Context: an optimization exercise on an open-source flow, tuned for small area. The choices shown serve that exercise and are no tape-out recipe. Function was checked by simulation only, so behaviour that the tests miss may differ from the original. No activity file was given, so power comes from the tool's default toggle rates.

Design usb_cdl, start of the top module:
module usb_cdl(
    input logic clk,
    input logic n_rst,
    input logic hsel,
    input logic [7:0] haddr,
    input logic [1:0] hsize,
    input logic [1:0] htrans,
    input logic [2:0] hburst,
    input logic hwrite,
    input logic [31:0] hwdata,
    output logic [31:0] hrdata,
    output logic hresp,
    output logic hready,
    input logic dplus_in,
    input logic dminus_in,
    output logic dplus_out,
    output logic dminus_out,
    output logic d_mode
);
export LEC_CHECK = 0
export CAP_MARGIN = 20
export CORE_MARGIN = 2
export CORE_UTILIZATION = 65
export CTS_BUF_LIST = sky130_fd_sc_hd__clkbuf_8
export CTS_CLUSTER_DIAMETER = 50
export CTS_CLUSTER_SIZE = 16
export SLEW_MARGIN = 20
export SYNTH_HIERARCHICAL = 1
export AREA_ABC_SCRIPT = /design/flow/flow/area.abc
export CTS_ARGS = -sink_clustering_enable -repair_clock_nets -sink_clustering_size 14 -sink_clustering_max_diameter 50 -buf_list sky130_fd_sc_hd__clkbuf_8 -dont_use_dummy_load
export BUFFER_PORTS_ARGS = -buffer_cell sky130_fd_sc_hd__buf_1
create_clock -name core_clock -period 10.0 [get_ports {clk}]
standard.sh (not shown) runs the stock make flow with config.mk's settings and CLKGATE_MAP_FILE= SYNTH_SCRIPT=/design/flow/synth_recipe.tcl, a recipe that flattens the netlist after the stock synthesis.
==> flow/flow/run.sh <==
#!/bin/bash
# Own layout flow: the standard flow (standard.sh) with
# - synthesis by flow/area_synth.tcl: the standard flow's synthesis script with an
#   area-oriented ABC mapping script (flow/area.abc);
# - a smaller clock tree: sink clusters of up to 14 flip-flops under clkbuf_8
#   leaf buffers, no dummy loads;
# - minimum-size (buf_1) port buffers.
# Each step's log is under orfs/logs/; standard.sh's output is in standard.log.
set -e
cat >> config.mk <<EOC
export AREA_ABC_SCRIPT = $PWD/flow/area.abc
export CTS_ARGS = -sink_clustering_enable -repair_clock_nets -sink_clustering_size 14 -sink_clustering_max_diameter 50 -buf_list sky130_fd_sc_hd__clkbuf_8 -dont_use_dummy_load
export BUFFER_PORTS_ARGS = -buffer_cell sky130_fd_sc_hd__buf_1
EOC
bash standard.sh SYNTH_SCRIPT=$PWD/flow/area_synth.tcl finish > standard.log 2>&1
==> flow/flow/area.abc <==
strash
&get -n
&fraig -x
&put
scorr
dc2
strash
&get -n
&dch -f
&nf -R 1000 -p -F 8 -A 4
&put
==> flow/flow/area_synth.tcl <==
# The standard flow's synthesis script (synth_recipe.tcl) with one change: ABC maps the
# logic with an area-oriented script (flow/area.abc, given by AREA_ABC_SCRIPT)
# instead of ORFS's delay-oriented one. Registers are mapped before ABC runs,
# so they are the same as in the standard synthesis.
proc synth {args} { yosys synth -nofsm -noshare {*}$args }
proc abc {args} {
  set i [lsearch -exact $args -script]
  if {$i >= 0} { set args [lreplace $args $i [expr {$i + 1}] -script $::env(AREA_ABC_SCRIPT)] }
  yosys abc {*}$args
}
source $::env(SCRIPTS_DIR)/synth.tcl
# left out here: clear keep_hierarchy, flatten, clean up, hide names made inside functions, write 1_2_yosys.v
Then changed:
--- a/flow/design.v
+++ b/flow/design.v
@@ -41,48 +41,48 @@
     assign d_orig = !(dp_s ^ dec_prev);
     assign address_comp = cnt == 4'd15 && q1 == 3'd3;
     assign eop_1_comp = cnt == 4'd8;
     assign eop_comp = cnt == 4'd0;
     always_ff @(posedge clk, negedge n_rst) begin
         if (!n_rst) begin
             dp_meta <= 1'b1;
             dp_s <= 1'b1;
             dm_meta <= 1'b0;
             dm_s <= 1'b0;
             dp_prev <= 1'b0;
-            dec_prev <= 1'b1;
             rx_packet_data <= 8'hff;
             q1 <= 3'd0;
-            cnt <= 4'd0;
             state <= S_IDLE;
             rx_packet <= 3'd0;
         end else begin
             dp_meta <= dplus_in;
             dp_s <= dp_meta;
             dm_meta <= dminus_in;
             dm_s <= dm_meta;
             dp_prev <= dp_s;
-            if (!active) dec_prev <= 1'b1;
-            else if (shift_en) dec_prev <= dp_s;
             if (shift_en) rx_packet_data <= {rx_packet_data[6:0], d_orig};
             q1 <= active ? q1 + 3'd1 : 3'd0;
-            if (!active || (nxt_state == S_INOUT && !addr_en) || (nxt_state == S_EOP1 && state != S_EOP1))
-                cnt <= 4'd0;
-            else if (addr_en) begin
-                if (shift_en) cnt <= cnt + 4'd1;
-            end else if (eop_en) cnt <= cnt + 4'd1;
-            else if (shift_en) cnt <= cnt[3] ? 4'd1 : cnt + 4'd1;
             state <= nxt_state;
             rx_packet <= nxt_pid;
         end
     end
+    always_ff @(posedge clk) begin
+        if (!active) dec_prev <= 1'b1;
+        else if (shift_en) dec_prev <= dp_s;
+        if (!active || (nxt_state == S_INOUT && !addr_en) || (nxt_state == S_EOP1 && state != S_EOP1))
+            cnt <= 4'd0;
+        else if (addr_en) begin
+            if (shift_en) cnt <= cnt + 4'd1;
+        end else if (eop_en) cnt <= cnt + 4'd1;
+        else if (shift_en) cnt <= cnt[3] ? 4'd1 : cnt + 4'd1;
+    end
     always_comb begin
         nxt_state = state;
         nxt_pid = 3'd0;
         active = 1'b1;
         flush = 1'b0;
         rx_error = 1'b0;
         store_rx_packet_data = 1'b0;
         rx_data_ready = 1'b0;
         addr_en = 1'b0;
         eop_en = 1'b0;
         case (state)
@@ -202,58 +202,53 @@
     assign shift_strobe = c1[3] && (c1[0] == (tstate == T_LONG));
     assign packet_done = c2[3] && shift_strobe;
     assign next_load_enable = tx_packet == 3'd1 || tx_packet == 3'd2 || tx_packet == 3'd3 || tx_packet == 3'd4;
     assign load_enable = next_load_enable && !next_load_enable_reg && !active;
     assign tx_packet_sync = active ? tx_packet_reg : tx_packet;
     assign get_tx_packet_data = packet_done &&
         ((state == ID && tx_packet_sync == 3'd1) || (state == DATA && !occ0));
     assign next_d_plus = !active ? 1'b1 : (shift_encoder && !sr[0]) ? !dplus_out : dplus_out;
     always_ff @(posedge clk, negedge n_rst) begin
         if (!n_rst) begin
             state <= IDLE;
-            tstate <= T_SHORT1;
-            c1 <= 4'd0;
-            c2 <= 4'd0;
-            next_load_enable_reg <= 1'b0;
-            shift_encoder <= 1'b0;
             dplus_out <= 1'b1;
             dminus_out <= 1'b0;
         end else begin
             state <= next_state;
-            next_load_enable_reg <= next_load_enable;
-            shift_encoder <= shift_strobe || load_enable;
-            if (!active) begin
-                tstate <= T_SHORT1;
-                c1 <= 4'd0;
-                c2 <= 4'd0;
-            end else begin
-                if (shift_strobe) begin
-                    case (tstate)
-                        T_SHORT1: tstate <= T_SHORT2;
-                        T_SHORT2: tstate <= T_LONG;
-                        default: tstate <= T_SHORT1;
-                    endcase
-                end
-                c1 <= shift_strobe ? 4'd1 : c1 + 4'd1;
-                if (shift_strobe || c1 == 4'd0) c2 <= c2[3] ? 4'd1 : c2 + 4'd1;
-            end
             if (next_eop) begin
                 dplus_out <= 1'b0;
                 dminus_out <= 1'b0;
             end else begin
                 dplus_out <= next_d_plus;
                 dminus_out <= !next_d_plus;
             end
         end
     end
     always_ff @(posedge clk) begin
+        next_load_enable_reg <= next_load_enable;
+        shift_encoder <= shift_strobe || load_enable;
+        if (!active) begin
+            tstate <= T_SHORT1;
+            c1 <= 4'd0;
+            c2 <= 4'd0;
+        end else begin
+            if (shift_strobe) begin
+                case (tstate)
+                    T_SHORT1: tstate <= T_SHORT2;
+                    T_SHORT2: tstate <= T_LONG;
+                    default: tstate <= T_SHORT1;
+                endcase
+            end
+            c1 <= shift_strobe ? 4'd1 : c1 + 4'd1;
+            if (shift_strobe || c1 == 4'd0) c2 <= c2[3] ? 4'd1 : c2 + 4'd1;
+        end
         tx_packet_reg <= tx_packet_sync;
         if (load_enable || packet_done) sr <= parallel_data;
         else if (shift_strobe) sr <= {1'b1, sr[7:1]};
     end
     always_comb begin
         next_state = state;
         case (state)
             IDLE: if (tx_packet != 3'd0) next_state = SYNC;
             SYNC: if (packet_done) next_state = ID;
             ID: if (packet_done) begin
                     if (tx_packet_sync == 3'd1) next_state = occ0 ? EEOP1 : DATA;
Area after synthesis came out lower by 0.38%.
Routed wire length came out lower by 1.1%.
Combinational power stays flat.
Total power came out lower by 0.35%.
Non-clock buffer count came out lower by 1.
Setup slack gets worse by 0.0082 ns.
Count of clock-buffer cells in the layout does not change.
Global-route usage barely changes.
Synthesized cell count came out lower by 0.42%.
Maximum frequency hardly moves.

## what the ideal ports hide
How much do the figures lean on ideal ports? The routed layouts below were timed once more, with nothing changed but the port constraints.
Step 1: set_driving_cell puts a clkbuf_16 on clk and a buf_2 on each other input, an assumption about the parent block.
Step 2 also shifts input and output timing later by t, the mid clock arrival at the registers, as if the neighbouring blocks saw the same clock.
a / b / c = ideal ports / drivers / drivers and shift; a / b = the first two.
run	shift t [ns]	setup WS [ns]	cell pins on the clock port's net
the first run	0.733	3.812 / 3.791 / 3.791	1
the second run	0.708	3.804 / 3.784 / 3.784	1
After both steps every run listed still meets setup and hold. The setup slack of the first run, which loses most, moves by -0.021 ns with the drivers and by -0.021 ns with both steps.
